This is an optimization exercise on Yosys and OpenROAD, whose aim is small area, not a production implementation. In this exercise RTL edits were held to simulation tests only and were not proved equivalent to the original. In runs 5 and 6 the design's own scripts or RTL, not TritonCTS, make the clock network. The clock input has no modelled driver; a real chip could not lean on it and would need a root buffer or a full tree. Power figures rest on the tool's default switching activity, not on a simulated workload.

===== design/flow/config.mk =====
export PLATFORM = sky130hd
export DESIGN_NAME = Digital_Clock
export DESIGN_NICKNAME = Digital_Clock
export VERILOG_FILES = /design/flow/design.v
export SDC_FILE = /design/flow/constraint.sdc
export NUM_CORES = 4
export LEC_CHECK = 0
export CAP_MARGIN = 20
export CORE_MARGIN = 2
export CORE_UTILIZATION = 35
export PLACE_DENSITY = 0.6
export SLEW_MARGIN = 20

===== design/flow/flow/abc_deep.script =====
strash
&get -n
&deepsyn -T 20
&put
dch -f
amap
topo

===== design/flow/flow/run.sh =====
#!/bin/bash
# Own layout flow: the standard ORFS flow (standard.sh), with three changes:
#  - synthesis maps the logic with flow/abc_deep.script (deeper area-oriented
#    ABC optimisation) instead of ORFS's ABC script, and leaves adders to ABC
#    (no separate half/full adder cells); registers come out exactly as in
#    the standard synthesis;
#  - port buffers use sky130_fd_sc_hd__buf_1;
#  - CTS does not add dummy loads.
set -euo pipefail
W=$PWD
cp flow/abc_deep.script abc_deep.script
{
  echo "proc abc {args} {"
  echo "  set i [lsearch -exact \$args -script]"
  echo "  if {\$i >= 0} { lset args [expr {\$i + 1}] $W/abc_deep.script }"
  echo "  yosys abc {*}\$args"
  echo "}"
  echo "source $W/synth_recipe.tcl"
} > own_synth.tcl
bash standard.sh SYNTH_SCRIPT=$W/own_synth.tcl ADDER_MAP_FILE= \
  "BUFFER_PORTS_ARGS=-buffer_cell sky130_fd_sc_hd__buf_1" \
  "CTS_ARGS=-sink_clustering_enable -repair_clock_nets -dont_use_dummy_load -buf_list sky130_fd_sc_hd__clkbuf_4 -root_buf sky130_fd_sc_hd__clkbuf_8 -sink_clustering_size 10 -sink_clustering_max_diameter 50" \
  finish > flow.log 2>&1

===== design/flow/constraint.sdc =====
create_clock -name core_clock -period 10.0 [get_ports {clk}]
set_input_delay 2.0000 -clock core_clock [delete_from_list [all_inputs] [get_ports {clk}]]
set_output_delay 2.0000 -clock core_clock [all_outputs]
set_load 0.01 [all_outputs]

===== design/flow/design.v =====
module sevseg (
    input  [3:0] d,
    output [6:0] seg
    );
    assign seg[0] = (d[2] & ~d[1] & ~d[0]) | (~d[3] & ~d[2] & ~d[1] & d[0]);
    assign seg[1] = (d[2] & d[1] & ~d[0]) | (d[2] & ~d[1] & d[0]);
    assign seg[2] = ~d[2] & d[1] & ~d[0];
    assign seg[3] = (d[2] & ~d[1] & ~d[0]) | (~d[2] & ~d[1] & d[0]) | (d[2] & d[1] & d[0]);
    assign seg[4] = d[0] | (d[2] & ~d[1]);
    assign seg[5] = (~d[2] & d[1]) | (d[1] & d[0]) | (~d[3] & ~d[2] & d[0]);
    assign seg[6] = (~d[3] & ~d[2] & ~d[1]) | (d[2] & d[1] & d[0]);
endmodule
module Digital_Clock(
    input clk,
    input rst,
    input IO_BTN_C, IO_BTN_U, IO_BTN_L, IO_BTN_R, IO_BTN_D,
    input [0:0] IO_SWITCH,
    output [6:0] IO_SSEG, output [3:0] IO_SSEG_SEL,
    output [0:0] IO_LED
    );
    reg [1:0] ca;
    reg [2:0] cj;
    reg       mode;          
    reg [5:0] Seconds;       
    reg [2:0] mt;            
    reg [3:0] mo;            
    reg [4:0] hr;            
    reg       current_bit;
    reg       Military_or_AMPM;
    reg       AM_PM;
    assign IO_LED[0] = AM_PM;
    wire cj5   = cj[2] & ~cj[1];
    wire ctr5  = ca[1] | ca[0] | cj5;            
    wire ctr23 = ca[1] & ~ca[0] & cj5;           
    wire tick  = mode & ctr5;                    
    wire tickm = tick & ~current_bit;
    wire tickh = tick & current_bit;
    wire sec60 = Seconds[5] & ~Seconds[4] & ~Seconds[2] & ~Seconds[1] & ~Seconds[0];
    wire [5:0] sec_inc = {Seconds[4:0], ~(Seconds[5] ^ Seconds[4])};
    wire min60 = mt[2] & mt[1];
    wire mo9   = mo[3] & mo[0];
    wire mo0   = ~(mo[3] | mo[2] | mo[1] | mo[0]);
    wire m_nz  = ~mo0 | (mt != 3'd0);
    wire h_nz;
    wire dn = IO_BTN_D, up = IO_BTN_U;
    wire dec_m = tickm & dn & (m_nz | h_nz);
    wire inc_m = sec60 | (tickm & up & ~(dn & (m_nz | h_nz)));
    wire dec_h = dn & h_nz & (tickh | (tickm & ~m_nz));
    wire inc_h = min60 | (tickh & up & ~(dn & h_nz));
    wire ci_m = inc_m & mo9;
    wire bi_m = dec_m & mo0;
    wire [3:0] n_mo; wire [2:0] n_mt; wire [4:0] n_h; wire [5:0] hdig;
    wire [0:0] h_ge12, h_nzv;
    assign h_nz = h_nzv[0];
    assign n_mo[0] = (~mo[0] & dec_m) | (~mo[0] & inc_m) | (mo[0] & ~inc_m & ~dec_m);
    assign n_mo[1] = (mo[1] & mo[0] & ~inc_m) | (mo[3] & ~mo[0] & dec_m) | (mo[1] & ~mo[0] & ~dec_m) | (~mo[3] & ~mo[1] & mo[0] & inc_m) | (mo[2] & ~mo[1] & ~mo[0] & dec_m);
    assign n_mo[2] = (mo[2] & ~mo[0] & ~dec_m) | (mo[3] & ~mo[0] & dec_m) | (mo[2] & ~mo[1] & mo[0]) | (mo[2] & mo[1] & ~inc_m) | (~mo[2] & mo[1] & mo[0] & inc_m);
    assign n_mo[3] = (mo[3] & ~mo[0] & ~dec_m) | (mo[3] & mo[0] & ~inc_m) | (mo[2] & mo[1] & mo[0] & inc_m) | (~mo[3] & ~mo[2] & ~mo[1] & ~mo[0] & dec_m);
    assign n_mt[0] = (~mt[0] & bi_m) | (~mt[0] & ci_m) | (mt[0] & ~ci_m & ~bi_m);
    assign n_mt[1] = (mt[1] & mt[0] & ~ci_m) | (mt[2] & ~mt[0] & bi_m) | (~mt[1] & mt[0] & ci_m) | (~mt[2] & mt[1] & ~mt[0] & ~bi_m);
    assign n_mt[2] = (mt[2] & mt[0]) | (mt[1] & mt[0] & ci_m) | (mt[2] & ~mt[1] & ~bi_m) | (~mt[2] & ~mt[1] & ~mt[0] & bi_m);
    assign n_h[0] = (~hr[0] & dec_h) | (~hr[0] & inc_h) | (hr[0] & ~inc_h & ~dec_h);
    assign n_h[1] = (hr[1] & ~hr[0] & ~dec_h) | (hr[1] & hr[0] & ~inc_h) | (~hr[1] & ~hr[0] & dec_h) | (~hr[1] & hr[0] & inc_h);
    assign n_h[2] = (hr[2] & ~hr[1] & ~dec_h) | (hr[2] & hr[0] & ~inc_h) | (hr[2] & hr[1] & ~hr[0]) | (~hr[2] & hr[1] & hr[0] & inc_h) | (~hr[2] & ~hr[1] & ~hr[0] & dec_h) | (~hr[4] & ~hr[3] & ~hr[2] & ~hr[1] & dec_h);
    assign n_h[3] = (hr[3] & hr[2] & ~inc_h) | (~hr[4] & hr[3] & ~hr[2] & ~dec_h) | (hr[3] & hr[0] & dec_h) | (hr[3] & ~hr[0] & inc_h) | (~hr[3] & hr[2] & hr[1] & hr[0] & inc_h) | (hr[3] & hr[1] & dec_h) | (hr[3] & hr[2] & ~hr[1]) | (~hr[3] & ~hr[2] & ~hr[1] & ~hr[0] & dec_h) | (~hr[4] & ~hr[3] & ~hr[2] & ~hr[1] & dec_h);
    assign n_h[4] = (hr[4] & hr[0]) | (hr[4] & hr[1]) | (hr[4] & hr[2]) | (hr[4] & ~hr[3] & ~dec_h) | (hr[3] & hr[2] & hr[1] & hr[0] & inc_h);
    assign hdig[0] = (hr[0]);
    assign hdig[1] = (~hr[4] & ~hr[3] & hr[1]) | (Military_or_AMPM & hr[3] & hr[2] & ~hr[1]) | (~Military_or_AMPM & ~hr[3] & ~hr[2] & hr[1]) | (~Military_or_AMPM & hr[3] & hr[2] & hr[1]) | (Military_or_AMPM & hr[4] & hr[2] & hr[1]) | (Military_or_AMPM & hr[4] & ~hr[3] & ~hr[2] & ~hr[1]) | (~Military_or_AMPM & hr[4] & hr[3]) | (hr[3] & hr[2] & ~hr[1] & ~hr[0]) | (~Military_or_AMPM & ~hr[4] & ~hr[3] & ~hr[2] & ~hr[0]);
    assign hdig[2] = (~hr[4] & ~hr[3] & hr[2]) | (Military_or_AMPM & hr[3] & hr[2] & hr[1]) | (~Military_or_AMPM & hr[4] & ~hr[3] & ~hr[2]) | (Military_or_AMPM & hr[4] & ~hr[2] & ~hr[1]);
    assign hdig[3] = (~hr[4] & hr[3] & ~hr[2] & ~hr[1]) | (~Military_or_AMPM & hr[4] & hr[2] & ~hr[1]) | (Military_or_AMPM & hr[4] & ~hr[2] & hr[1]);
    assign hdig[4] = (hr[3] & ~hr[2] & hr[1]) | (Military_or_AMPM & hr[3] & hr[2]) | (Military_or_AMPM & hr[4] & ~hr[3] & ~hr[2]) | (~Military_or_AMPM & hr[4] & hr[2] & hr[1]) | (~Military_or_AMPM & hr[4] & hr[3]) | (hr[3] & hr[2] & ~hr[1] & ~hr[0]) | (~Military_or_AMPM & ~hr[4] & ~hr[3] & ~hr[2] & ~hr[1] & ~hr[0]);
    assign hdig[5] = (Military_or_AMPM & hr[4] & hr[3]) | (Military_or_AMPM & hr[4] & hr[2]);
    assign h_ge12[0] = (hr[4]) | (hr[3] & hr[2]);
    assign h_nzv[0] = (hr[4]) | (hr[3]) | (hr[2]) | (hr[0]) | (hr[1]);
    reg [2:0] ph;
    reg [1:0] cl;
    reg       fr;                
    wire blank = ~ph[2] & ph[1] & ~ph[0];
    wire wrap  = ph[2] & ~ph[1];
    wire ph0   = ~ph[2] & ~ph[0];
    wire [1:0] cl_n = wrap ? {cl[0], ~cl[1]} : cl;
    reg [3:0] dig;
    always @(*) begin
        case (cl_n)
            2'b00: dig = mo;
            2'b01: dig = {1'b0, mt};
            2'b11: dig = hdig[3:0];
            default: dig = {2'b0, hdig[5:4]};
        endcase
    end
    reg [3:0] cd;                
    reg [3:0] L0, L2;            
    reg [2:0] L1;
    reg [1:0] L3;
    reg [3:0] O;                 
    always @(posedge clk) begin
        if (rst) begin
            ca <= 2'd0; cj <= 3'd0;
            mode <= 1'b1;
            Seconds <= 6'd0;
            mt <= 3'd0; mo <= 4'd0; hr <= 5'd0;
            current_bit <= 1'b0;
            AM_PM <= 1'b0;
            ph <= 3'b010;
            fr <= 1'b1;
            cl <= 2'd0;
            cd <= 4'd0;
        end else begin
            if (tick) begin
                ca <= 2'd0; cj <= 3'd0;
            end else begin
                cj <= {cj[1:0], ~cj[2]};
                if (cj5) ca <= {ca[0], ~ca[1]};
            end
            if (IO_BTN_C) mode <= ~mode;
            if (sec60) Seconds <= 6'd0;
            else if (!mode) begin
                if (ctr23) Seconds <= sec_inc;
                else if (IO_BTN_C) Seconds <= 6'd0;
            end
            mt <= n_mt; mo <= n_mo; hr <= n_h;
            if (!mode && IO_BTN_C) current_bit <= 1'b0;
            else if (tick && (IO_BTN_L || IO_BTN_R)) current_bit <= ~current_bit;
            AM_PM <= !Military_or_AMPM && h_ge12[0];
            ph <= {ph[1] & (ph[2] | ph[0]), ph[0], ~ph[2]};
            if (wrap && cl == 2'b10) fr <= 1'b0;
            cl <= cl_n;
            cd <= dig;
            case (cl)
                2'b00: L0 <= cd;
                2'b01: L1 <= cd[2:0];
                2'b11: L2 <= cd;
                default: L3 <= cd[1:0];
            endcase
        end
        Military_or_AMPM <= IO_SWITCH[0];
        if (fr && ph0) O <= 4'd8;
        else case (cl)
            2'b00: O <= L0;
            2'b01: O <= {1'b0, L1};
            2'b11: O <= L2;
            default: O <= {2'b0, L3};
        endcase
    end
    wire [6:0] seg;
    sevseg decoder(.d(O), .seg(seg));
    assign IO_SSEG = seg | {7{blank}};
    wire [1:0] clp = ph0 ? {~cl[0], cl[1]} : cl;   
    assign IO_SSEG_SEL = {4{blank}} | {~(clp == 2'b10), ~(clp == 2'b11), ~(clp == 2'b01), ~(clp == 2'b00)};
endmodule

===== design/flow/standard.sh =====
#!/bin/bash
# synth_recipe.tcl (not shown) runs the flow's synth.tcl, then flattens the netlist and writes it again
# the make line also repeats each setting of config.mk as NAME=value (left out here)
make -C /OpenROAD-flow-scripts/flow DESIGN_CONFIG=/design/flow/config.mk WORK_HOME=/design/flow/orfs CLKGATE_MAP_FILE= SYNTH_SCRIPT=/design/flow/synth_recipe.tcl "${@:-finish}"

==> results of run 1 <==
[flip-flops by register name (all words and copies together), names as in the netlist, 3 cells and up]
| register | count |
|---|---|
| ph | 3 |
| cj | 3 |
| cd | 4 |
| mt | 3 |
| L1 | 3 |
| L0 | 4 |
| Seconds | 6 |
| O | 4 |
| L2 | 4 |
| mo | 4 |
| hr | 5 |
[final timing paths]
path / from / endpoint / slack [ps] / depth (start not counted)
hold / removal: cd[3] / L0[3] / 410 / 0
setup / recovery: ph[2] / IO_SSEG[5] / 6090 / 8
setup reg to reg: ca[1] / mt[1] / 7480 / 12
hold reg to reg: cd[3] / L0[3] / 410 / 0
[power by group through the flow]
| stage | clock network, mW | logic, mW | registers (mW) |
|---|---|---|---|
| 2_1_floorplan | 0 | 0.0504 | 0.250 |
| 3_3_place_gp | 0 | 0.0708 | 0.253 |
| 3_5_place_dp | 0 | 0.0720 | 0.253 |
| 4_1_cts | 0.112 | 0.0724 | 0.248 |
| 5_1_grt | 0.121 | 0.0817 | 0.250 |
| 6_report | 0.108 | 0.0717 | 0.248 |
[final cells by class]
type,instances,area (um^2)
Timing Repair Buffer,20,78.8
Fill cell,667,3820
Inverter,46,173
Tap cell,77,96.3
Sequential cell,54,1210
Clock buffer,5,68.8
Multi-Input combinational cell,191,976
[synth_stat cells, drive strengths merged]
cell type	count
nor2	59
edfxtp	13
o32ai	5
o22a	2
o221ai	1
nor3	16
a31oi	5
nand2b	1
clkinv	46
a221o	1
nor2b	3
or3	4
o211ai	1
o21a	2
o21ai	10
a311oi	3
o22ai	11
dfxtp	41
a222oi	1
nand2	23
a211oi	5
o32a	1
nor4	3
a21oi	21
and3	1
nand3	7
a2111oi	1
o31ai	2
or2	1
nand4	1
[per-stage QoR]
step,cells,total power [mW]
final,393,0.427
after global routing,393,0.453
after CTS,393,0.432
after detailed placement,388,0.325
after global placement,388,0.323
after floorplan,291,0.301
[critical path, delay by kind of cell, from the launching register on]
kind,cells,cell delay [ps]
simple gates,3,580
compound gates,2,220
flops,1,340
buf+inv,3,460
[metal layers]
metal  vias up  global-route usage (%)  routed length, um
met5         -                       0                  0
met4         0                    4.91                 62
met3         6                    2.69                167
met2        42                    24.9               2360
met1       930                    18.1               2430
li1       1079                       -                  -
[logic make-up (layout without fill, tap and decap cells)]
family / count (synthesis) / after routing / share of synthesized area (%)
DFF: 54 / 54 / 51.3
buffers and inverters: 46 / 71 / 7.32
AOI/OAI and AO/OA: 72 / 72 / 19.7
and+or+nand+nor: 119 / 119 / 21.6
==> results.yml, run 1 <==
outcome:
  status: "finished clean"
worst_setup_path:
  crit_path_start_kind: "register"
  cp.arrival_ps: 1910
  crit_type: "register to output pin"
  path_cells: "nor2_1, clkinv_1, nor2_1, a31oi_1, clkinv_1, nor2_1, o22ai_1, buf_1"
  path_common_cell: "nor2_1"
  worstPathMaxFanout: 5
  max_stage_delay_ps: 340
  cpMaxStageDelayCell: "dfxtp_1"
  setup.worst_path.end_class: "output pin"
  cp.required_ps: 8000
hold_path:
  hp-class: "register to register"
global_route:
  grt_pass1_vias: 1918
  grt_overflow: 0
  grt_util_all_layers_pct: 14.5
  grt_pass1_wl_um: 8600
  antenna_found_initial: 0
  grt_max_degree: 24
floorplanning:
  rows: 29
  die_h_um: 86.1
  pin_count: 20
  die_width_um: 86.1
  initial_utilization_pct: 36.7
  die_area_um2: 7410
  core_area_um2: 6420
sta:
  fmax_mhz: 256
  timing.final.crit_period_ps: 3910
  rsz0062_at_grt: "no"
  fin_crit_sh_pct: 39.1
  hold_violations: 0
  tightest_slew_ps: 625
  drv_slew: 0
  skew_ps: 36.8
  finalWorstSetupSlack_ps: 6090
  setup_tns_ps: 0
  finalSetupViolCount: 0
  hold_slack_ps: 406
  max_slew_margin_pct: 57.2
logic_synthesis:
  yosysTopAreaCellShare_pct: 34.8
  avgSynthCellArea_um2: 8.11
  yosysSeqAreaShare_pct: 51.3
  synth_cell_type_count: 30
  synth.largest_area_cell: "dfxtp_1"
  synth_nets: 299
  syn_area_um2: 2360
  yosys_warnings: 1
  synth_cells: 291
  ys_ff_latch: 54
  synth.area.top_cells: "dfxtp_1, edfxtp_1, nor2_1"
placement:
  dp_slack_ps: 6220
  dpl_cell_area_um2: 2530
  dp_hpwl_um: 3750
  gp_congestion: 0.806
  portBuffers: 19
pwr:
  p_sw_mw: 0.121
  p_sw_share_pct: 28.2
  p_seq_share_pct: 58.0
  ir_drop_mv: 0.0665
  powerDensity_nw_per_um2: 164
  p_leak_nw: 0.878
  clkPwrFrac_pct: 25.2
  intPower_mw: 0.307
  combPwrFrac_pct: 16.8
cts:
  clk_latency_ps: 310
  cts_root_buf: "clkbuf_8"
  clk_pin_slew_worst_paths_ps: 110
  cts.sinks: 54
  tritoncts: "yes"
  cts_setup_buffers: 0
  cts.path.max_buffers: 2
  post_cts_hold_buffer_count: 0
  h-tree-depth: 2
  cts_made_buffers: 5
  cts_resized: 0
route:
  ant_nets: 0
  first_pass_iters: 4
  wl_um: 5010
  wl_per_cell_um: 12.8
  num_vias: 2057
  drtIter0Drc: 150
  detail_route.vias_per_cell: 5.23
  drc: 0
finish:
  final_common_cell: "nor2_1"
  diodes: 0
  fin_util_pct: 40.5
  syn_to_final_growth_pct: 10.3
  layout_common_cells: "nor2_1, clkinv_1, dfxtp_1, nand2_1, a21oi_1"
  layout.nets: 326
  final_area_um2: 2600
  layout-drive-gt1-share_pct: 1.90
flow_run:
  drv_cap: 0
==> run 2, diff against run 1 <==
--- a/design/flow/flow/run.sh
+++ b/design/flow/flow/run.sh
@@ -19,5 +19,5 @@
 } > own_synth.tcl
 bash standard.sh SYNTH_SCRIPT=$W/own_synth.tcl ADDER_MAP_FILE= \
   "BUFFER_PORTS_ARGS=-buffer_cell sky130_fd_sc_hd__buf_1" \
-  "CTS_ARGS=-sink_clustering_enable -repair_clock_nets -dont_use_dummy_load -buf_list sky130_fd_sc_hd__clkbuf_4 -root_buf sky130_fd_sc_hd__clkbuf_8 -sink_clustering_size 10 -sink_clustering_max_diameter 50" \
+  "CTS_ARGS=-sink_clustering_enable -repair_clock_nets -dont_use_dummy_load -buf_list sky130_fd_sc_hd__clkbuf_8 -root_buf sky130_fd_sc_hd__clkbuf_8 -sink_clustering_size 28 -sink_clustering_max_diameter 120" \
   finish > flow.log 2>&1
==> results.yml, run 2 <==
cts:
  cts_root_buf: "clkbuf_8"
  cts_resized: 0
  clk_latency_ps: 310
  h-tree-depth: 2
  tritoncts: "yes"
  cts_setup_buffers: 0
  cts_made_buffers: 5
  clk_pin_slew_worst_paths_ps: 110
  cts.sinks: 54
  cts.path.max_buffers: 2
  post_cts_hold_buffer_count: 0
sta:
  skew_ps: 36.8
  rsz0062_at_grt: "no"
  max_slew_margin_pct: 57.2
  hold_violations: 0
  finalSetupViolCount: 0
  drv_slew: 0
  fmax_mhz: 256
  tightest_slew_ps: 625
  fin_crit_sh_pct: 39.1
  setup_tns_ps: 0
  timing.final.crit_period_ps: 3910
logic_synthesis:
  synth-main-ff-cell: "dfxtp_1"
  avgSynthCellArea_um2: 8.11
  yosysSeqAreaShare_pct: 51.3
  synth.largest_area_cell: "dfxtp_1"
  syn_area_um2: 2360
  ys_ff_latch: 54
  synth_cell_type_count: 30
  muxShareOfSynthArea_pct: 0
  synthXorXnorAreaFrac_pct: 0
  synth.top_cells.by_count: "nor2_1, clkinv_1, dfxtp_1, nand2_1, a21oi_1"
  synth_edf_count: 13
  synth-async-reset-ratio_pct: 0
  synth.area.top_cells: "dfxtp_1, edfxtp_1, nor2_1"
  synth_cells: 291
  synth_simple_gate_area_share_pct: 21.6
  yosysTopAreaCellShare_pct: 34.8
  synthAdderAreaFrac_pct: 0
  synth.most_common_cell: "nor2_1"
  synth_top_family_by_area: "simple AND/OR/NAND/NOR gates"
  yosys_warnings: 1
  synth_compound_area_share_pct: 19.7
  synth_nets: 299
placement:
  dpl_cell_area_um2: 2530
  gp_congestion: 0.806
  portBuffers: 19
  dp_cells: 388
  dp_hpwl_um: 3750
pwr:
  p_leak_nw: 0.878
  fin_total_pwr_mw: 0.427
  ir_drop_mv: 0.0665
  powerDensity_nw_per_um2: 164
global_route:
  antenna_found_initial: 0
  grt_max_degree: 24
  grt_pass1_wl_um: 8600
  grt_util_all_layers_pct: 14.5
  grt_pass1_vias: 1918
  grt_overflow: 0
route:
  first_pass_iters: 4
  wl_um: 5010
  detail_route.vias_per_cell: 5.23
  wl_per_cell_um: 12.8
  drc: 0
  drtIter0Drc: 150
  ant_nets: 0
  num_vias: 2057
worst_setup_path:
  crit_type: "register to output pin"
  setup.worst_path.end_class: "output pin"
  worst-r2r-setup-slack_ps: 7480
  crit_path_start_kind: "register"
  r2r-start: "ca[1]"
  worstPathMaxFanout: 5
  cp.arrival_ps: 1910
  r2r-end: "mt[1]"
  rr_worst_depth: 12
  setup.worst_path.start: "ph[2]"
  crit_end: "IO_SSEG[5]"
  cp.required_ps: 8000
floorplanning:
  rows: 29
  die_h_um: 86.1
  initial_utilization_pct: 36.7
  die_area_um2: 7410
  core_area_um2: 6420
  die_width_um: 86.1
  pin_count: 20
finish:
  top_regs: "Seconds (6), hr (5)"
  layout.nets: 326
  largest_reg_flops: 6
  syn_to_final_growth_pct: 10.3
  instances_no_fill: 393
  final_area_um2: 2600
  final_common_cell: "nor2_1"
  layout_common_cells: "nor2_1, clkinv_1, dfxtp_1, nand2_1, a21oi_1"
  largest-register: "Seconds"
  diodes: 0
  layout-drive-gt1-share_pct: 1.90
  fillers: 667
flow_run:
  drv_cap: 0
hold_path:
  hp-class: "register to register"
  min_from: "cd[3]"
outcome:
  status: "finished clean"
-- run 2: cell counts after synthesis --
No cell type changed its count.
-- run 2: worst min-delay path by stage --
stage,slack (ps),cells after the start,endpoint
after detailed placement,410,1,cj[0]
after global placement,410,1,cj[0]
after floorplan,390,1,cj[0]
after CTS,420,0,L0[3]
final,410,0,L0[3]
after global routing,430,0,L0[3]
-- run 2: worst max-delay path, stage by stage (launching register included) --
cell and delay, ps:
dfxtp_1 340, nor2_1 280, clkinv_1 210, nor2_1 250
a31oi_1 90, clkinv_1 90, nor2_1 50, o22ai_1 130
buf_1 160
-- run 2: final cells by class --
type,count,area [um^2],share of cell area (%)
sequential,54,1210,46.5
inverter,46,173,6.63
multi-input combinational,191,976,37.5
tap,77,96.3,3.70
timing repair buffer,20,78.8,3.03
clock buffer,5,68.8,2.64
-- run 2: power breakdown --
part	total (mW)	internal, mW	switching [mW]	leakage [nW]
clock	0.108	0.0453	0.0624	0.0359
sequential	0.248	0.239	0.00927	0.458
combinational	0.0717	0.0227	0.0490	0.384
total	0.427	0.307	0.121	0.878
-- run 2: cells by family after synthesis --
| group | Yosys count |
|---|---|
| simple gates | 119 |
| compound gates | 72 |
| flops | 54 |
| buf+inv | 46 |
-- run 2: metrics by stage --
| step | setup WS (ps) | hold slack [ps] | utilization (%) |
|---|---|---|---|
| 2_1_floorplan | 6650 | 392 | - |
| 3_3_place_gp | 6280 | 407 | 39.5 |
| 3_5_place_dp | 6220 | 408 | 39.5 |
| 4_1_cts | 6060 | 416 | 40.5 |
| 5_1_grt | 5880 | 433 | 40.5 |
| 6_report | 6090 | 406 | 40.5 |
-- run 2: routing by layer --
layer  global-route usage (%)  wire (um)
met1                     18.1       2430
met2                     24.9       2360
met3                     2.69        167
met4                     4.91         62
met5                        0          0
==> run 3, diff against run 2 <==
--- a/design/flow/flow/run.sh
+++ b/design/flow/flow/run.sh
@@ -19,5 +19,5 @@
 } > own_synth.tcl
 bash standard.sh SYNTH_SCRIPT=$W/own_synth.tcl ADDER_MAP_FILE= \
   "BUFFER_PORTS_ARGS=-buffer_cell sky130_fd_sc_hd__buf_1" \
-  "CTS_ARGS=-sink_clustering_enable -repair_clock_nets -dont_use_dummy_load -buf_list sky130_fd_sc_hd__clkbuf_8 -root_buf sky130_fd_sc_hd__clkbuf_8 -sink_clustering_size 28 -sink_clustering_max_diameter 120" \
+  "CTS_ARGS=-sink_clustering_enable -repair_clock_nets -dont_use_dummy_load" \
   finish > flow.log 2>&1
--- a/design/flow/config.mk
+++ b/design/flow/config.mk
@@ -7,6 +7,6 @@
 export LEC_CHECK = 0
 export CAP_MARGIN = 20
 export CORE_MARGIN = 2
-export CORE_UTILIZATION = 35
-export PLACE_DENSITY = 0.6
+export CORE_UTILIZATION = 60
+export PLACE_DENSITY = 0.75
 export SLEW_MARGIN = 20
==> results.yml, run 3 <==
pwr:
  ir_drop_mv: 0.0870
  p_seq_share_pct: 57.8
  p_sw_share_pct: 28.4
  p_leak_nw: 0.878
  p_sw_mw: 0.122
  clkPwrFrac_pct: 25.4
  powerDensity_nw_per_um2: 167
  intPower_mw: 0.307
  combPwrFrac_pct: 16.8
logic_synthesis:
  synth.largest_area_cell: "dfxtp_1"
  yosys_warnings: 1
  synth.most_common_cell: "nor2_1"
  synth.area.top_cells: "dfxtp_1, edfxtp_1, nor2_1"
  yosysSeqAreaShare_pct: 51.3
  ys_ff_latch: 54
  synth_cells: 291
  synth-async-reset-ratio_pct: 0
  synth_cell_type_count: 30
  synth_nets: 299
  synth-main-ff-cell: "dfxtp_1"
  yosysTopAreaCellShare_pct: 34.8
  avgSynthCellArea_um2: 8.11
  synth.top_cells.by_count: "nor2_1, clkinv_1, dfxtp_1, nand2_1, a21oi_1"
  synth_edf_count: 13
  syn_area_um2: 2360
finish:
  layout_common_cells: "nor2_1, clkinv_1, dfxtp_1, nand2_1, a21oi_1"
  layout-drive-gt1-share_pct: 1.90
  final_common_cell: "nor2_1"
  diodes: 0
  top_regs: "Seconds (6), hr (5)"
  syn_to_final_growth_pct: 8.80
  largest-register: "Seconds"
  largest_reg_flops: 6
  layout.nets: 326
  fillers: 327
  final_area_um2: 2570
sta:
  drv_slew: 0
  fin_crit_sh_pct: 39.2
  max_slew_margin_pct: 57.6
  finalSetupViolCount: 0
  hold_violations: 0
  fmax_mhz: 255
  setup_tns_ps: 0
  skew_ps: 17.1
  timing.final.crit_period_ps: 3920
  hold_slack_ps: 435
  rsz0062_at_grt: "no"
  tightest_slew_ps: 619
worst_setup_path:
  setup.worst_path.end_class: "output pin"
  r2r-end: "mt[1]"
  crit_end: "IO_SSEG[5]"
  crit_type: "register to output pin"
  r2r-start: "ca[1]"
  worstPathMaxFanout: 5
  cp.arrival_ps: 1920
  setup.worst_path.start: "ph[2]"
  crit_path_start_kind: "register"
  worst-r2r-setup-slack_ps: 7470
  cp.required_ps: 8000
  rr_worst_depth: 12
global_route:
  grt_overflow: 0
  antenna_found_initial: 0
  grt_pass1_vias: 1866
  grt_max_degree: 24
  grt_pass1_wl_um: 8110
  grt_util_all_layers_pct: 24.7
floorplanning:
  rows: 22
  die_area_um2: 4450
  initial_utilization_pct: 63.5
  pin_count: 20
  die_h_um: 66.7
  core_area_um2: 3720
  die_width_um: 66.7
placement:
  gp_congestion: 0.847
  dp_hpwl_um: 3590
  dpl_cell_area_um2: 2500
  portBuffers: 19
cts:
  post_cts_hold_buffer_count: 0
  cts.sinks: 54
  clk_pin_slew_worst_paths_ps: 90
  cts.path.max_buffers: 2
  h-tree-depth: 2
  tritoncts: "yes"
  cts_resized: 0
  cts_root_buf: "clkbuf_8"
  cts_made_buffers: 5
  cts_setup_buffers: 0
  clk_latency_ps: 310
hold_path:
  hp-class: "register to register"
flow_run:
  drv_cap: 0
route:
  wl_per_cell_um: 13.2
  drtIter0Drc: 93
  first_pass_iters: 5
  ant_nets: 0
  drc: 0
  detail_route.vias_per_cell: 5.66
  num_vias: 2059
  wl_um: 4820
outcome:
  status: "finished clean"
run 3: cell counts in the layout (fill, tap and decap cells not counted):
No cell type changed its count.
run 3: kinds of logic after synthesis:
logic type	Yosys count	synth area share [%]
flops	54	51.3
simple gates	119	21.6
buf+inv	46	7.32
compound gates	72	19.7
run 3: metrics by stage:
| stage | total power, mW | instances | setup WS, ps | util, % |
|---|---|---|---|---|
| 3_3_place_gp | 0.323 | 359 | 6240 | 67.2 |
| 5_1_grt | 0.449 | 364 | 5910 | 69.1 |
| 2_1_floorplan | 0.301 | 291 | 6650 | - |
| 3_5_place_dp | 0.324 | 359 | 6260 | 67.2 |
| 6_report | 0.428 | 364 | 6080 | 69.1 |
| 4_1_cts | 0.432 | 364 | 6080 | 69.1 |
run 3: power groups by stage:
stage | Sequential [mW] | Combinational (mW) | Clock, mW
2_1_floorplan | 0.250 | 0.0504 | 0
4_1_cts | 0.248 | 0.0721 | 0.112
3_3_place_gp | 0.253 | 0.0706 | 0
6_report | 0.248 | 0.0719 | 0.109
3_5_place_dp | 0.253 | 0.0715 | 0
5_1_grt | 0.249 | 0.0817 | 0.118
run 3: routing by layer:
metal  up-vias  global-route usage (%)  part of all wire (%)
li1       1082                       -                     -
met1       926                    30.0                    47
met2        45                    42.3                    48
met3         6                    5.57                   4.0
met4         0                    9.69                   1.4
met5         -                       0                     0
run 3: cell type report:
type,count,area [um^2],area share [%]
sequential,54,1210,47.2
timing repair buffer,20,78.8,3.07
tap,48,60.1,2.34
multi-input combinational,191,976,38.0
clock buffer,5,68.8,2.68
inverter,46,173,6.73
run 3: worst max-delay path, cell delays in order, from the launching register on:
cell      delay, ps
dfxtp_1         340
nor2_1          290
clkinv_1        210
nor2_1          240
a31oi_1          90
clkinv_1         90
nor2_1           50
o22ai_1         120
buf_1           170
run 3: worst min-delay path by stage:
| stage | startpoint | endpoint | slack (ps) | cells past startpoint |
|---|---|---|---|---|
| floorplan | cj[2] | cj[0] | 390 | 1 |
| global placement | cj[2] | cj[0] | 400 | 1 |
| detailed placement | cd[3] | L0[3] | 410 | 0 |
| CTS | cj[2] | cj[0] | 440 | 1 |
| global route | cd[3] | L2[3] | 450 | 0 |
| finish | cj[1] | cj[2] | 440 | 2 |
==> run 4, diff against run 3 <==
--- a/design/flow/config.mk
+++ b/design/flow/config.mk
@@ -7,6 +7,6 @@
 export LEC_CHECK = 0
 export CAP_MARGIN = 20
 export CORE_MARGIN = 2
-export CORE_UTILIZATION = 60
-export PLACE_DENSITY = 0.75
+export CORE_UTILIZATION = 35
+export PLACE_DENSITY = 0.6
 export SLEW_MARGIN = 20
==> results.yml, run 4 <==
placement:
  gp_congestion: 0.806
  portBuffers: 19
  dp_hpwl_um: 3750
  dp_slack_ps: 6220
finish:
  fin_util_pct: 40.5
  largest-register: "Seconds"
  final_common_cell: "nor2_1"
  layout-drive-gt1-share_pct: 1.90
  layout.nets: 326
  syn_to_final_growth_pct: 10.3
  largest_reg_flops: 6
  layout_common_cells: "nor2_1, clkinv_1, dfxtp_1, nand2_1, a21oi_1"
  diodes: 0
  top_regs: "Seconds (6), hr (5)"
sta:
  finalWorstSetupSlack_ps: 6090
  skew_ps: 36.8
  setup_tns_ps: 0
  max_slew_margin_pct: 57.2
  fin_crit_sh_pct: 39.1
  hold_violations: 0
  drv_slew: 0
  fmax_mhz: 256
  finalSetupViolCount: 0
  timing.final.crit_period_ps: 3910
  tightest_slew_ps: 625
  rsz0062_at_grt: "no"
global_route:
  grt_overflow: 0
  antenna_found_initial: 0
  grt_pass1_vias: 1918
  grt_max_degree: 24
  grt_util_all_layers_pct: 14.5
  grt_pass1_wl_um: 8600
worst_setup_path:
  worst-r2r-setup-slack_ps: 7480
  cp.required_ps: 8000
  crit_path_start_kind: "register"
  cp.arrival_ps: 1910
  r2r-start: "ca[1]"
  setup.worst_path.end_class: "output pin"
  worstPathMaxFanout: 5
  crit_type: "register to output pin"
  r2r-end: "mt[1]"
  rr_worst_depth: 12
floorplanning:
  core_area_um2: 6420
  initial_utilization_pct: 36.7
  pin_count: 20
  die_h_um: 86.1
  rows: 29
  die_width_um: 86.1
  die_area_um2: 7410
hold_path:
  hold_path_end: "L0[3]"
  hp-class: "register to register"
  holdPathStages: 0
  min_from: "cd[3]"
pwr:
  intPower_mw: 0.307
  powerDensity_nw_per_um2: 164
  p_seq_share_pct: 58.0
  clkPwrFrac_pct: 25.2
  p_sw_mw: 0.121
  fin_total_pwr_mw: 0.427
  p_leak_nw: 0.878
  ir_drop_mv: 0.0665
  combPwrFrac_pct: 16.8
  p_sw_share_pct: 28.2
logic_synthesis:
  yosys_warnings: 1
  syn_area_um2: 2360
  synth-main-ff-cell: "dfxtp_1"
  yosysSeqAreaShare_pct: 51.3
  synth.most_common_cell: "nor2_1"
  yosysTopAreaCellShare_pct: 34.8
  avgSynthCellArea_um2: 8.11
  synth_edf_count: 13
  synth.top_cells.by_count: "nor2_1, clkinv_1, dfxtp_1, nand2_1, a21oi_1"
  synth_cells: 291
  synth_cell_type_count: 30
  ys_ff_latch: 54
  synth.area.top_cells: "dfxtp_1, edfxtp_1, nor2_1"
  synth-async-reset-ratio_pct: 0
  synth.largest_area_cell: "dfxtp_1"
  synth_nets: 299
cts:
  cts_resized: 0
  cts.sinks: 54
  cts_made_buffers: 5
  cts.path.max_buffers: 2
  clk_pin_slew_worst_paths_ps: 110
  tritoncts: "yes"
  h-tree-depth: 2
  cts_root_buf: "clkbuf_8"
  clk_latency_ps: 310
  post_cts_hold_buffer_count: 0
  cts_setup_buffers: 0
route:
  drc: 0
  drtIter0Drc: 150
  num_vias: 2057
  route.top_layer_used: "met4"
  wl_um: 5010
  ant_nets: 0
  first_pass_iters: 4
  wl_met3_um: 167
  wl_met1_um: 2430
  wl_met2_um: 2360
  wl_per_cell_um: 12.8
  detail_route.vias_per_cell: 5.23
outcome:
  status: "finished clean"
flow_run:
  drv_cap: 0
[run 4: cell counts after synthesis]
Identical to the previous run, type by type.
[run 4: per-layer routing]
metal	global-route usage, %	vias to the layer above
li1	-	1079
met1	18.1	930
met2	24.9	42
met3	2.69	6
met4	4.91	0
met5	0	-
[run 4: per-stage QoR]
stage                     area (um^2)  hold WS, ps  std cells
after CTS                        2600          416        393
after detailed placement         2530          408        388
after global routing             2600          433        393
after global placement           2530          407        388
final                            2600          406        393
after floorplan                  2360          392        291
[run 4: power groups by stage]
stage | combinational (mW) | clock, mW | sequential, mW
floorplan | 0.0504 | 0 | 0.250
global placement | 0.0708 | 0 | 0.253
detailed placement | 0.0720 | 0 | 0.253
CTS | 0.0724 | 0.112 | 0.248
global route | 0.0817 | 0.121 | 0.250
finish | 0.0717 | 0.108 | 0.248
[run 4: cell families after synthesis]
logic type	Yosys count	synth area share [%]
AND/OR/NAND/NOR	119	21.6
AO/OA/AOI/OAI	72	19.7
buffers and inverters	46	7.32
flip-flops	54	51.3
[run 4: worst max-delay path, stage by stage (launching register included)]
cell and delay (ps):
dfxtp_1 340, nor2_1 280, clkinv_1 210, nor2_1 250, a31oi_1 90, clkinv_1 90, nor2_1 50, o22ai_1 130
buf_1 160
[run 4: area by class of cell]
class / instances / area, um^2
inverter: 46 / 173
clock buffer: 5 / 68.8
multi-input combinational: 191 / 976
timing repair buffer: 20 / 78.8
tap: 77 / 96.3
sequential: 54 / 1210
fill: 667 / 3820
[run 4: worst max path at each step]
stage          startpoint    endpoint  slack [ps]  cells after the start
5_1_grt             ph[2]  IO_SSEG[5]        5880                      8
2_1_floorplan    IO_BTN_D       mt[1]        6650                     10
6_report            ph[2]  IO_SSEG[5]        6090                      8
4_1_cts             ph[2]  IO_SSEG[5]        6060                      8
3_3_place_gp          rst       cd[0]        6280                      9
3_5_place_dp          rst       cd[0]        6220                      9
==> run 5, diff against run 4 <==
--- a/design/flow/flow/run.sh
+++ b/design/flow/flow/run.sh
@@ -5,7 +5,8 @@
 #    (no separate half/full adder cells); registers come out exactly as in
 #    the standard synthesis;
 #  - port buffers use sky130_fd_sc_hd__buf_1;
-#  - CTS does not add dummy loads.
+#  - after CTS, flow/own_cts.tcl (POST_CTS_TCL hook) replaces the clock
+#    tree with two clkbuf_16 leaf buffers fed straight from the clock port.
 set -euo pipefail
 W=$PWD
 cp flow/abc_deep.script abc_deep.script
@@ -20,4 +21,5 @@
 bash standard.sh SYNTH_SCRIPT=$W/own_synth.tcl ADDER_MAP_FILE= \
   "BUFFER_PORTS_ARGS=-buffer_cell sky130_fd_sc_hd__buf_1" \
   "CTS_ARGS=-sink_clustering_enable -repair_clock_nets -dont_use_dummy_load" \
+  POST_CTS_TCL=$W/flow/own_cts.tcl \
   finish > flow.log 2>&1
==> design/flow/flow/own_cts.tcl (new file) <==
# POST_CTS_TCL hook: replace the clock tree TritonCTS built with K leaf
# buffers driven straight from the clock port (the port then feeds K <= 4
# cell pins). Flip-flops are grouped into K clusters by position (k-means)
# and each cluster gets one buffer at its centre. All registers still see
# the same clock path (port -> one buffer), so no register is skewed on
# purpose.
proc own_clock_tree {K bufname} {
  set block [ord::get_db_block]
  set db [ord::get_db]
  set clk [$block findNet clk]
  # walk the tree from the port: clock cells to remove, register pins to keep
  set sinks {}
  set tree {}
  set todo [list $clk]
  while {[llength $todo]} {
    set net [lindex $todo 0]; set todo [lrange $todo 1 end]
    foreach it [$net getITerms] {
      if {![$it isInputSignal]} continue
      set inst [$it getInst]
      set m [[$inst getMaster] getName]
      if {[string match "*__clkbuf_*" $m] || [string match "*__clkinv_*" $m] || [string match "*__buf_*" $m] || [string match "*__inv_*" $m]} {
        lappend tree $inst
        foreach o [$inst getITerms] {
          if {[$o isOutputSignal] && [$o getNet] != "NULL"} { lappend todo [$o getNet] }
        }
      } else {
        lappend sinks $it
      }
    }
  }
  set oldnets {}
  foreach inst $tree {
    foreach o [$inst getITerms] { if {[$o isOutputSignal] && [$o getNet] != "NULL"} { lappend oldnets [$o getNet] } }
    odb::dbInst_destroy $inst
  }
  foreach it $sinks { $it disconnect }
  foreach net $oldnets { odb::dbNet_destroy $net }
  set pts {}
  foreach it $sinks {
    set b [[$it getInst] getBBox]
    lappend pts [list [expr {([$b xMin] + [$b xMax]) / 2.0}] [expr {([$b yMin] + [$b yMax]) / 2.0}]]
  }
  set n [llength $pts]
  set sorted [lsort -real -index 0 $pts]
  set cents {}
  for {set k 0} {$k < $K} {incr k} { lappend cents [lindex $sorted [expr {int(($k + 0.5) * $n / $K)}]] }
  for {set iter 0} {$iter < 50} {incr iter} {
    set assign {}
    foreach p $pts {
      set best 0; set bd 1e30
      for {set k 0} {$k < $K} {incr k} {
        set c [lindex $cents $k]
        set d [expr {abs([lindex $p 0] - [lindex $c 0]) + abs([lindex $p 1] - [lindex $c 1])}]
        if {$d < $bd} { set bd $d; set best $k }
      }
      lappend assign $best
    }
    set nc {}
    for {set k 0} {$k < $K} {incr k} {
      set sx 0; set sy 0; set c 0
      foreach p $pts a $assign {
        if {$a == $k} { set sx [expr {$sx + [lindex $p 0]}]; set sy [expr {$sy + [lindex $p 1]}]; incr c }
      }
      if {$c > 0} { lappend nc [list [expr {$sx / $c}] [expr {$sy / $c}]] } else { lappend nc [lindex $cents $k] }
    }
    set cents $nc
  }
  set master [$db findMaster $bufname]
  for {set k 0} {$k < $K} {incr k} {
    set inst [odb::dbInst_create $block $master "clkleaf_$k"]
    set net [odb::dbNet_create $block "clknet_leaf_$k"]
    $net setSigType CLOCK
    [$inst findITerm A] connect $clk
    [$inst findITerm X] connect $net
    set c [lindex $cents $k]
    $inst setLocation [expr {int([lindex $c 0])}] [expr {int([lindex $c 1])}]
    $inst setPlacementStatus PLACED
    set cnt 0
    foreach it $sinks a $assign { if {$a == $k} { $it connect $net; incr cnt } }
    puts "own clock tree: leaf $k ($bufname) drives $cnt clock pins"
  }
  puts "own clock tree: removed [llength $tree] TritonCTS cells"
}
own_clock_tree 2 sky130_fd_sc_hd__clkbuf_16
detailed_placement
check_placement -verbose
estimate_parasitics -placement
--- a/design/flow/config.mk
+++ b/design/flow/config.mk
@@ -7,6 +7,6 @@
 export LEC_CHECK = 0
 export CAP_MARGIN = 20
 export CORE_MARGIN = 2
-export CORE_UTILIZATION = 35
-export PLACE_DENSITY = 0.6
+export CORE_UTILIZATION = 60
+export PLACE_DENSITY = 0.75
 export SLEW_MARGIN = 20
==> results.yml, run 5 <==
outcome:
  status: "finished clean"
floorplanning:
  core_area_um2: 3720
  die_h_um: 66.7
  die_area_um2: 4450
  initial_utilization_pct: 63.5
  pin_count: 20
  rows: 22
  die_width_um: 66.7
pwr:
  fin_total_pwr_mw: 0.410
  ir_drop_mv: 0.0882
  powerDensity_nw_per_um2: 161
  p_leak_nw: 0.867
finish:
  instances_no_fill: 361
  largest-register: "Seconds"
  syn_to_final_growth_pct: 8.01
  largest_reg_flops: 6
  final_common_cell: "nor2_1"
  top_regs: "Seconds (6), hr (5)"
  layout.nets: 323
  layout_common_cells: "nor2_1, clkinv_1, dfxtp_1, nand2_1, a21oi_1"
  layout-drive-gt1-share_pct: 0.958
  diodes: 0
route:
  ant_nets: 0
  wl_um: 4730
  wl_per_cell_um: 13.1
  detail_route.vias_per_cell: 5.61
  drc: 0
  drtIter0Drc: 91
  num_vias: 2026
  first_pass_iters: 4
logic_synthesis:
  synth_edf_count: 13
  synth.largest_area_cell: "dfxtp_1"
  avgSynthCellArea_um2: 8.11
  yosysSeqAreaShare_pct: 51.3
  synth_nets: 299
  synth_cells: 291
  synth.area.top_cells: "dfxtp_1, edfxtp_1, nor2_1"
  synth.top_cells.by_count: "nor2_1, clkinv_1, dfxtp_1, nand2_1, a21oi_1"
  ys_ff_latch: 54
  synth_cell_type_count: 30
  synth.most_common_cell: "nor2_1"
  synth-main-ff-cell: "dfxtp_1"
  synth-async-reset-ratio_pct: 0
  yosys_warnings: 1
  yosysTopAreaCellShare_pct: 34.8
  syn_area_um2: 2360
sta:
  finalSetupViolCount: 0
  hold_violations: 0
  timing.final.crit_period_ps: 3790
  fmax_mhz: 264
  max_slew_margin_pct: 58.1
  drv_slew: 0
  tightest_slew_ps: 613
  rsz0062_at_grt: "no"
  fin_crit_sh_pct: 37.9
  setup_tns_ps: 0
  skew_ps: 20.5
placement:
  portBuffers: 19
  dp_cells: 359
  dp_hpwl_um: 3590
  gp_congestion: 0.847
flow_run:
  drv_cap: 0
global_route:
  grt_max_degree: 31
  grt_pass1_wl_um: 7960
  grt_util_all_layers_pct: 23.2
  grt_overflow: 0
  antenna_found_initial: 0
  grt_pass1_vias: 1839
worst_setup_path:
  rr_worst_depth: 12
  crit_type: "register to output pin"
  cp.arrival_ps: 1790
  setup.worst_path.end_class: "output pin"
  r2r-end: "mt[1]"
  crit_path_start_kind: "register"
  cp.required_ps: 8000
  worst-r2r-setup-slack_ps: 7490
  r2r-start: "ca[1]"
  worstPathMaxFanout: 5
cts:
  clk_pin_slew_worst_paths_ps: 110
  cts.sinks: 54
  clk_latency_ps: 170
hold_path:
  min_from: "cj[2]"
  hp-class: "register to register"
  holdPathStages: 1
  hold_path_end: "cj[0]"
-- run 5: how the worst max path moves through the flow --
stage,start,endpoint,slack [ps],depth (start not counted)
global route,ph[2],IO_SSEG[5],6060,8
finish,ph[2],IO_SSEG[5],6210,8
floorplan,IO_BTN_D,mt[1],6650,10
global placement,rst,cd[0],6240,9
detailed placement,rst,cd[0],6260,9
-- run 5: routing by layer --
| metal | part of all wire (%) | track usage, % | wire (um) | vias up |
|---|---|---|---|---|
| li1 | - | - | - | 1076 |
| met1 | 49 | 30.3 | 2310 | 912 |
| met2 | 48 | 41.8 | 2280 | 36 |
| met3 | 2.6 | 2.53 | 123 | 2 |
| met4 | 0.49 | 4.34 | 23 | 0 |
| met5 | 0 | 0 | 0 | - |
-- run 5: power by group --
part | total [mW] | internal [mW] | switching, mW
registers | 0.248 | 0.239 | 0.00905
logic | 0.0720 | 0.0227 | 0.0493
clock network | 0.0904 | 0.0370 | 0.0535
-- run 5: kinds of logic (layout without fill, tap and decap cells) --
family	count (synthesis)	count (layout)	share of synthesized area, %
AOI/OAI and AO/OA	72	72	19.7
buffers and inverters	46	68	7.32
DFF	54	54	51.3
and+or+nand+nor	119	119	21.6
-- run 5: critical path, stage by stage (launching register included) --
cell and delay (ps):
dfxtp_1 350, nor2_1 290, clkinv_1 210, nor2_1 240, a31oi_1 90, clkinv_1 90
nor2_1 50, o22ai_1 120, buf_1 170
-- run 5: layout make-up --
class / count / area (um^2)
Buffer: 2 / 50.0
Fill cell: 330 / 1170
Inverter: 46 / 173
Multi-Input combinational cell: 191 / 976
Sequential cell: 54 / 1210
Tap cell: 48 / 60.1
Timing Repair Buffer: 20 / 78.8
-- run 5: metrics by stage --
stage | worst slack, ps | utilization [%] | instance area (um^2) | hold WS [ps]
6_report | 6210 | 68.6 | 2550 | 436
5_1_grt | 6060 | 68.6 | 2550 | 453
3_5_place_dp | 6260 | 67.2 | 2500 | 414
3_3_place_gp | 6240 | 67.2 | 2500 | 401
2_1_floorplan | 6650 | - | 2360 | 392
==> run 6, diff against run 5 <==
==> design/flow/design.v (replaced) <==
module sevseg (
    input  [3:0] d,
    output [6:0] seg
    );
    assign seg[0] = (d[2] & ~d[1] & ~d[0]) | (~d[3] & ~d[2] & ~d[1] & d[0]);
    assign seg[1] = (d[2] & d[1] & ~d[0]) | (d[2] & ~d[1] & d[0]);
    assign seg[2] = ~d[2] & d[1] & ~d[0];
    assign seg[3] = (d[2] & ~d[1] & ~d[0]) | (~d[2] & ~d[1] & d[0]) | (d[2] & d[1] & d[0]);
    assign seg[4] = d[0] | (d[2] & ~d[1]);
    assign seg[5] = (~d[2] & d[1]) | (d[1] & d[0]) | (~d[3] & ~d[2] & d[0]);
    assign seg[6] = (~d[3] & ~d[2] & ~d[1]) | (d[2] & d[1] & d[0]);
endmodule
module Digital_Clock(
    input clk,
    input rst,
    input IO_BTN_C, IO_BTN_U, IO_BTN_L, IO_BTN_R, IO_BTN_D,
    input [0:0] IO_SWITCH,
    output [6:0] IO_SSEG, output [3:0] IO_SSEG_SEL,
    output [0:0] IO_LED
    );
    reg [1:0] ca;
    reg [2:0] cj;
    reg       mode;          
    reg [5:0] Seconds;       
    reg [2:0] mt;            
    reg [3:0] mo;            
    reg       hpm;           
    reg [3:0] hq;
    reg       current_bit;
    reg       Military_or_AMPM;
    reg       AM_PM;
    assign IO_LED[0] = AM_PM;
    wire cj5   = cj[2] & ~cj[1];
    wire ctr5  = ca[1] | ca[0] | cj5;            
    wire ctr23 = ca[1] & ~ca[0] & cj5;           
    wire tick  = mode & ctr5;                    
    wire tickm = tick & ~current_bit;
    wire tickh = tick & current_bit;
    wire sec60 = Seconds[5] & ~Seconds[4] & ~Seconds[2] & ~Seconds[1] & ~Seconds[0];
    wire [5:0] sec_inc = {Seconds[4:0], ~(Seconds[5] ^ Seconds[4])};
    wire min60 = mt[2] & mt[1];
    wire mo9   = mo[3] & mo[0];
    wire mo0   = ~(mo[3] | mo[2] | mo[1] | mo[0]);
    wire m_nz  = ~mo0 | (mt != 3'd0);
    wire h_nz;
    wire dn = IO_BTN_D, up = IO_BTN_U;
    wire dec_m = tickm & dn & (m_nz | h_nz);
    wire inc_m = sec60 | (tickm & up & ~(dn & (m_nz | h_nz)));
    wire dec_h = dn & h_nz & (tickh | (tickm & ~m_nz));
    wire inc_h = min60 | (tickh & up & ~(dn & h_nz));
    wire ci_m = inc_m & mo9;
    wire bi_m = dec_m & mo0;
    wire [3:0] n_mo; wire [2:0] n_mt; wire [4:0] n_h; wire [3:0] hd4; wire hsel;
    wire [0:0] h_nzv;
    assign h_nz = h_nzv[0];
    assign n_mo[0] = (~mo[0] & dec_m) | (~mo[0] & inc_m) | (mo[0] & ~inc_m & ~dec_m);
    assign n_mo[1] = (mo[1] & mo[0] & ~inc_m) | (mo[3] & ~mo[0] & dec_m) | (mo[1] & ~mo[0] & ~dec_m) | (~mo[3] & ~mo[1] & mo[0] & inc_m) | (mo[2] & ~mo[1] & ~mo[0] & dec_m);
    assign n_mo[2] = (mo[2] & ~mo[0] & ~dec_m) | (mo[3] & ~mo[0] & dec_m) | (mo[2] & ~mo[1] & mo[0]) | (mo[2] & mo[1] & ~inc_m) | (~mo[2] & mo[1] & mo[0] & inc_m);
    assign n_mo[3] = (mo[3] & ~mo[0] & ~dec_m) | (mo[3] & mo[0] & ~inc_m) | (mo[2] & mo[1] & mo[0] & inc_m) | (~mo[3] & ~mo[2] & ~mo[1] & ~mo[0] & dec_m);
    assign n_mt[0] = (~mt[0] & bi_m) | (~mt[0] & ci_m) | (mt[0] & ~ci_m & ~bi_m);
    assign n_mt[1] = (mt[1] & mt[0] & ~ci_m) | (mt[2] & ~mt[0] & bi_m) | (~mt[1] & mt[0] & ci_m) | (~mt[2] & mt[1] & ~mt[0] & ~bi_m);
    assign n_mt[2] = (mt[2] & mt[0]) | (mt[1] & mt[0] & ci_m) | (mt[2] & ~mt[1] & ~bi_m) | (~mt[2] & ~mt[1] & ~mt[0] & bi_m);
    assign n_h[0] = (~hq[0] & dec_h) | (~hq[0] & inc_h) | (hq[0] & ~inc_h & ~dec_h);
    assign n_h[1] = (hq[1] & ~hq[0] & ~dec_h) | (hq[1] & hq[0] & ~inc_h) | (~hq[1] & ~hq[0] & dec_h) | (~hq[1] & hq[0] & inc_h);
    assign n_h[2] = (hq[2] & ~hq[1] & hq[0]) | (hq[2] & hq[1] & ~inc_h) | (~hq[3] & hq[2] & ~hq[0] & ~dec_h) | (hq[3] & ~hq[1] & ~hq[0] & dec_h) | (hpm & ~hq[2] & hq[1] & hq[0] & inc_h) | (~hq[3] & ~hq[2] & hq[1] & hq[0] & inc_h);
    assign n_h[3] = (hpm & hq[3] & hq[1]) | (hq[3] & ~hq[1] & hq[0]) | (hq[3] & hq[1] & ~inc_h) | (hq[2] & hq[1] & hq[0] & inc_h) | (hq[3] & ~hq[2] & ~hq[0] & ~dec_h) | (~hq[3] & ~hq[2] & ~hq[1] & ~hq[0] & dec_h);
    assign n_h[4] = (hpm & hq[1]) | (hpm & ~hq[2] & ~dec_h) | (hpm & hq[3] & dec_h) | (hpm & ~hq[3] & hq[2]) | (hq[3] & hq[1] & hq[0] & inc_h) | (~hq[3] & ~hq[2] & ~hq[1] & hq[0] & dec_h);
    assign hd4[0] = (~hsel & hq[0]) | (hsel & Military_or_AMPM & hpm & ~hq[3]) | (hsel & ~Military_or_AMPM & hq[3] & hq[2]) | (hsel & ~hpm & hq[3] & hq[1]) | (hsel & ~Military_or_AMPM & hq[3] & hq[1]) | (hsel & ~Military_or_AMPM & ~hq[3] & ~hq[2] & ~hq[1] & ~hq[0]);
    assign hd4[1] = (~hsel & ~hpm & ~hq[3] & hq[1]) | (hsel & Military_or_AMPM & hpm & hq[3]) | (~hsel & ~Military_or_AMPM & ~hq[3] & hq[1]) | (~hsel & Military_or_AMPM & hpm & ~hq[3] & ~hq[1]) | (Military_or_AMPM & hpm & hq[3] & hq[1]) | (~hsel & ~Military_or_AMPM & ~hq[3] & ~hq[2] & ~hq[0]) | (~hsel & ~Military_or_AMPM & hq[3] & hq[2]);
    assign hd4[2] = (~hsel & ~hpm & hq[2]) | (~hsel & ~Military_or_AMPM & ~hq[3] & hq[2]) | (~hsel & Military_or_AMPM & hq[2] & ~hq[1]) | (~hsel & Military_or_AMPM & hpm & ~hq[3] & ~hq[2] & hq[1]);
    assign hd4[3] = (~hsel & ~hpm & hq[3] & ~hq[1]) | (~hsel & Military_or_AMPM & hpm & hq[2] & hq[1]) | (~hsel & ~Military_or_AMPM & hq[3] & ~hq[2] & ~hq[1]);
    assign h_nzv[0] = (hpm) | (hq[3]) | (hq[2]) | (hq[0]) | (hq[1]);
    reg [2:0] ph;
    reg [1:0] cl;
    reg       fr;                
    wire blank = ~ph[2] & ph[1] & ~ph[0];
    wire wrap  = ph[2] & ~ph[1];
    wire ph0   = ~ph[2] & ~ph[0];
    wire [1:0] cl_n = wrap ? cl + 2'd1 : cl;
    assign hsel = cl_n[0];
    reg [3:0] dig;
    always @(*) begin
        case (cl_n)
            2'b00: dig = mo;
            2'b01: dig = {1'b0, mt};
            2'b10: dig = hd4;
            default: dig = hd4;
        endcase
    end
    reg [3:0] cd;                
    reg [3:0] L0, L2;            
    reg [2:0] L1;
    reg [1:0] L3;
    reg [3:0] O;                 
    always @(posedge clk) begin
        if (rst) begin
            ca <= 2'd0; cj <= 3'd0;
            mode <= 1'b1;
            Seconds <= 6'd0;
            mt <= 3'd0; mo <= 4'd0; hpm <= 1'b0; hq <= 4'd0;
            current_bit <= 1'b0;
            AM_PM <= 1'b0;
            ph <= 3'b010;
            fr <= 1'b1;
            cl <= 2'd0;
            cd <= 4'd0;
        end else begin
            if (tick) begin
                ca <= 2'd0; cj <= 3'd0;
            end else begin
                cj <= {cj[1:0], ~cj[2]};
                if (cj5) ca <= {ca[0], ~ca[1]};
            end
            if (IO_BTN_C) mode <= ~mode;
            if (sec60) Seconds <= 6'd0;
            else if (!mode) begin
                if (ctr23) Seconds <= sec_inc;
                else if (IO_BTN_C) Seconds <= 6'd0;
            end
            mt <= n_mt; mo <= n_mo; {hpm, hq} <= n_h;
            if (!mode && IO_BTN_C) current_bit <= 1'b0;
            else if (tick && (IO_BTN_L || IO_BTN_R)) current_bit <= ~current_bit;
            AM_PM <= !Military_or_AMPM && hpm;
            ph <= {ph[1] & (ph[2] | ph[0]), ph[0], ~ph[2]};
            if (wrap && cl == 2'b11) fr <= 1'b0;
            cl <= cl_n;
            cd <= dig;
            case (cl)
                2'b00: L0 <= cd;
                2'b01: L1 <= cd[2:0];
                2'b10: L2 <= cd;
                default: L3 <= cd[1:0];
            endcase
        end
        Military_or_AMPM <= IO_SWITCH[0];
        if (fr && ph0) O <= 4'd8;
        else case (cl)
            2'b00: O <= L0;
            2'b01: O <= {1'b0, L1};
            2'b10: O <= L2;
            default: O <= {2'b0, L3};
        endcase
    end
    wire [6:0] seg;
    sevseg decoder(.d(O), .seg(seg));
    assign IO_SSEG = seg | {7{blank}};
    wire [1:0] clp = ph0 ? cl - 2'd1 : cl;   
    assign IO_SSEG_SEL = {4{blank}} | {~(clp == 2'b11), ~(clp == 2'b10), ~(clp == 2'b01), ~(clp == 2'b00)};
endmodule
--- a/design/flow/config.mk
+++ b/design/flow/config.mk
@@ -5,8 +5,8 @@
 export SDC_FILE = /design/flow/constraint.sdc
 export NUM_CORES = 4
 export LEC_CHECK = 0
-export CAP_MARGIN = 20
+export CAP_MARGIN = 0
 export CORE_MARGIN = 2
 export CORE_UTILIZATION = 60
 export PLACE_DENSITY = 0.75
-export SLEW_MARGIN = 20
+export SLEW_MARGIN = 0
==> results.yml, run 6 <==
cts:
  clk_pin_slew_worst_paths_ps: 120
  clk_latency_ps: 170
  cts.sinks: 54
route:
  drtIter0Drc: 84
  drc: 0
  ant_nets: 0
  wl_um: 4550
  detail_route.vias_per_cell: 5.67
  first_pass_iters: 4
  num_vias: 2007
  wl_per_cell_um: 12.8
worst_setup_path:
  worstPathMaxFanout: 7
  cp.required_ps: 8000
  max_stage_delay_ps: 340
  cp.arrival_ps: 1820
  crit_type: "register to output pin"
  r2r-start: "ca[1]"
  crit_path_start_kind: "register"
  path_cells: "nor2_1, clkinv_1, nor2_1, clkinv_1, o21ai_0, a31o_1, a21boi_0, buf_1"
  critical-path-top-delay-family: "compound AO/OA/AOI/OAI gates"
  cpMaxStageDelayCell: "dfxtp_1"
  setup.worst_path.end_class: "output pin"
  setup.worst_path.start: "ph[2]"
  cp_num_buf_inv: 3
logic_synthesis:
  avgSynthCellArea_um2: 8.21
  yosysSeqAreaShare_pct: 52.0
  yosysTopAreaCellShare_pct: 35.2
  synth.largest_area_cell: "dfxtp_1"
  synth.top_cells.by_count: "nor2_1, clkinv_1, dfxtp_1, nand2_1, o21ai_0"
  syn_area_um2: 2330
  yosys_warnings: 1
  synth.area.top_cells: "dfxtp_1, edfxtp_1, nor2_1"
  synth-main-ff-cell: "dfxtp_1"
  ys_ff_latch: 54
  synth-async-reset-ratio_pct: 0
  synth_cells: 284
  synth_nets: 292
  synth_edf_count: 13
  synth.most_common_cell: "nor2_1"
  synth_cell_type_count: 33
sta:
  fin_crit_sh_pct: 38.2
  hold_slack_ps: 425
  tightest_slew_ps: 457
  skew_ps: 31.7
  fmax_mhz: 262
  timing.final.crit_period_ps: 3820
  setup_tns_ps: 0
  max_slew_margin_pct: 69.1
  rsz0062_at_grt: "no"
  hold_violations: 0
  drv_slew: 0
  finalSetupViolCount: 0
hold_path:
  hp-class: "register to register"
  min_from: "cj[2]"
floorplanning:
  die_area_um2: 4400
  initial_utilization_pct: 63.2
  rows: 22
  die_h_um: 66.3
  die_width_um: 66.3
  pin_count: 20
  core_area_um2: 3690
finish:
  fillers: 328
  layout.nets: 316
  instances_no_fill: 354
  largest-register: "Seconds"
  layout-drive-gt1-share_pct: 0.980
  layout_common_cells: "nor2_1, clkinv_1, dfxtp_1, nand2_1, buf_1"
  largest_reg_flops: 6
  final_common_cell: "nor2_1"
  seq_area_um2: 1210
  final_area_um2: 2520
  diodes: 0
  syn_to_final_growth_pct: 8.11
  multi_input_area_um2: 947
pwr:
  combPwrFrac_pct: 11.6
  p_sw_share_pct: 23.2
  ir_drop_mv: 0.101
  intPower_mw: 0.283
  p_leak_nw: 0.831
  powerDensity_nw_per_um2: 146
  p_sw_mw: 0.0855
  p_seq_share_pct: 64.1
  clkPwrFrac_pct: 24.3
  fin_total_pwr_mw: 0.368
global_route:
  antenna_found_initial: 0
  grt_util_all_layers_pct: 22.4
  grt_pass1_wl_um: 7710
  grt_pass1_vias: 1843
  grt_overflow: 0
  grt_max_degree: 34
placement:
  gp_congestion: 0.919
  dp_cells: 352
  portBuffers: 19
  dp_hpwl_um: 3410
  dpl_cell_area_um2: 2470
flow_run:
  drv_cap: 0
outcome:
  status: "finished clean"
[run 6: routing by layer]
| layer | track usage, % | vias to the layer above | part of all wire [%] |
|---|---|---|---|
| met5 | 0 | - | 0 |
| met4 | 5.87 | 0 | 0.75 |
| met3 | 3.41 | 2 | 4.3 |
| met2 | 39.8 | 54 | 48 |
| met1 | 28.4 | 913 | 47 |
| li1 | - | 1038 | - |
[run 6: final timing paths]
| kind | endpoint | slack, ps | depth (start not counted) |
|---|---|---|---|
| worst min-delay path | cj[0] | 420 | 1 |
| worst max-delay path | IO_SSEG[0] | 6180 | 8 |
| worst max register to register | hq[2] | 7640 | 8 |
| worst min register to register | cj[0] | 420 | 1 |
[run 6: power groups by stage]
stage | logic (mW) | clock network (mW) | registers [mW]
2_1_floorplan | 0.0296 | 0 | 0.239
3_3_place_gp | 0.0421 | 0 | 0.240
3_5_place_dp | 0.0429 | 0 | 0.241
5_1_grt | 0.0487 | 0.0979 | 0.237
6_report | 0.0428 | 0.0895 | 0.236
[run 6: through the flow]
step,setup WS [ps],utilization (%)
after floorplan,6510,-
after global placement,6410,67.0
after detailed placement,6370,67.0
after global routing,5970,68.3
final,6180,68.3
[run 6: cell families (layout without fill, tap and decap cells)]
family | Yosys count | after routing | share of synthesized area (%)
AOI/OAI and AO/OA | 73 | 73 | 20.4
DFF | 54 | 54 | 52.0
and+or+nand+nor | 111 | 111 | 20.2
buffers and inverters | 46 | 68 | 7.41
[run 6: final cells by class]
class / instances / area share, %
Buffer: 2 / 1.99
Inverter: 46 / 6.85
Timing Repair Buffer: 20 / 3.13
Sequential cell: 54 / 48.1
Tap cell: 48 / 2.38
Multi-Input combinational cell: 184 / 37.6

## afterwards: timing with drivers on the ports
Ports are ideal in the flow. The routed layouts listed here were re-timed in OpenROAD. Step 1: set_driving_cell puts a clkbuf_16 on clk and a buf_2 on each other input, an assumption about the parent block. Step 2 also shifts input and output timing later by t, the mid clock arrival at the registers, as if the neighbouring blocks saw the same clock. Slacks: no drivers / after step 1 / after step 2; pairs: no drivers / after step 1.
run	t, ns	setup WS [ns]	worst hold slack (ns)	slew at the worst register clock pin (ns)
run 1	0.322	6.088 / 6.060 / 6.238	0.406 / 0.406 / 0.406	0.11 / 0.11
run 2	0.322	6.088 / 6.060 / 6.238	0.406 / 0.406 / 0.406	0.11 / 0.11
run 3	0.331	6.078 / 6.050 / 6.227	0.435 / 0.435 / 0.435	0.09 / 0.09
run 4	0.322	6.088 / 6.060 / 6.238	0.406 / 0.406 / 0.406	0.11 / 0.11
run 5	0.203	6.210 / 6.166 / 6.217	0.436 / 0.436 / 0.436	0.11 / 0.11
run 6	0.204	6.184 / 6.139 / 6.343	0.425 / 0.425 / 0.425	0.12 / 0.12
After both steps setup and hold are still met in every run listed.
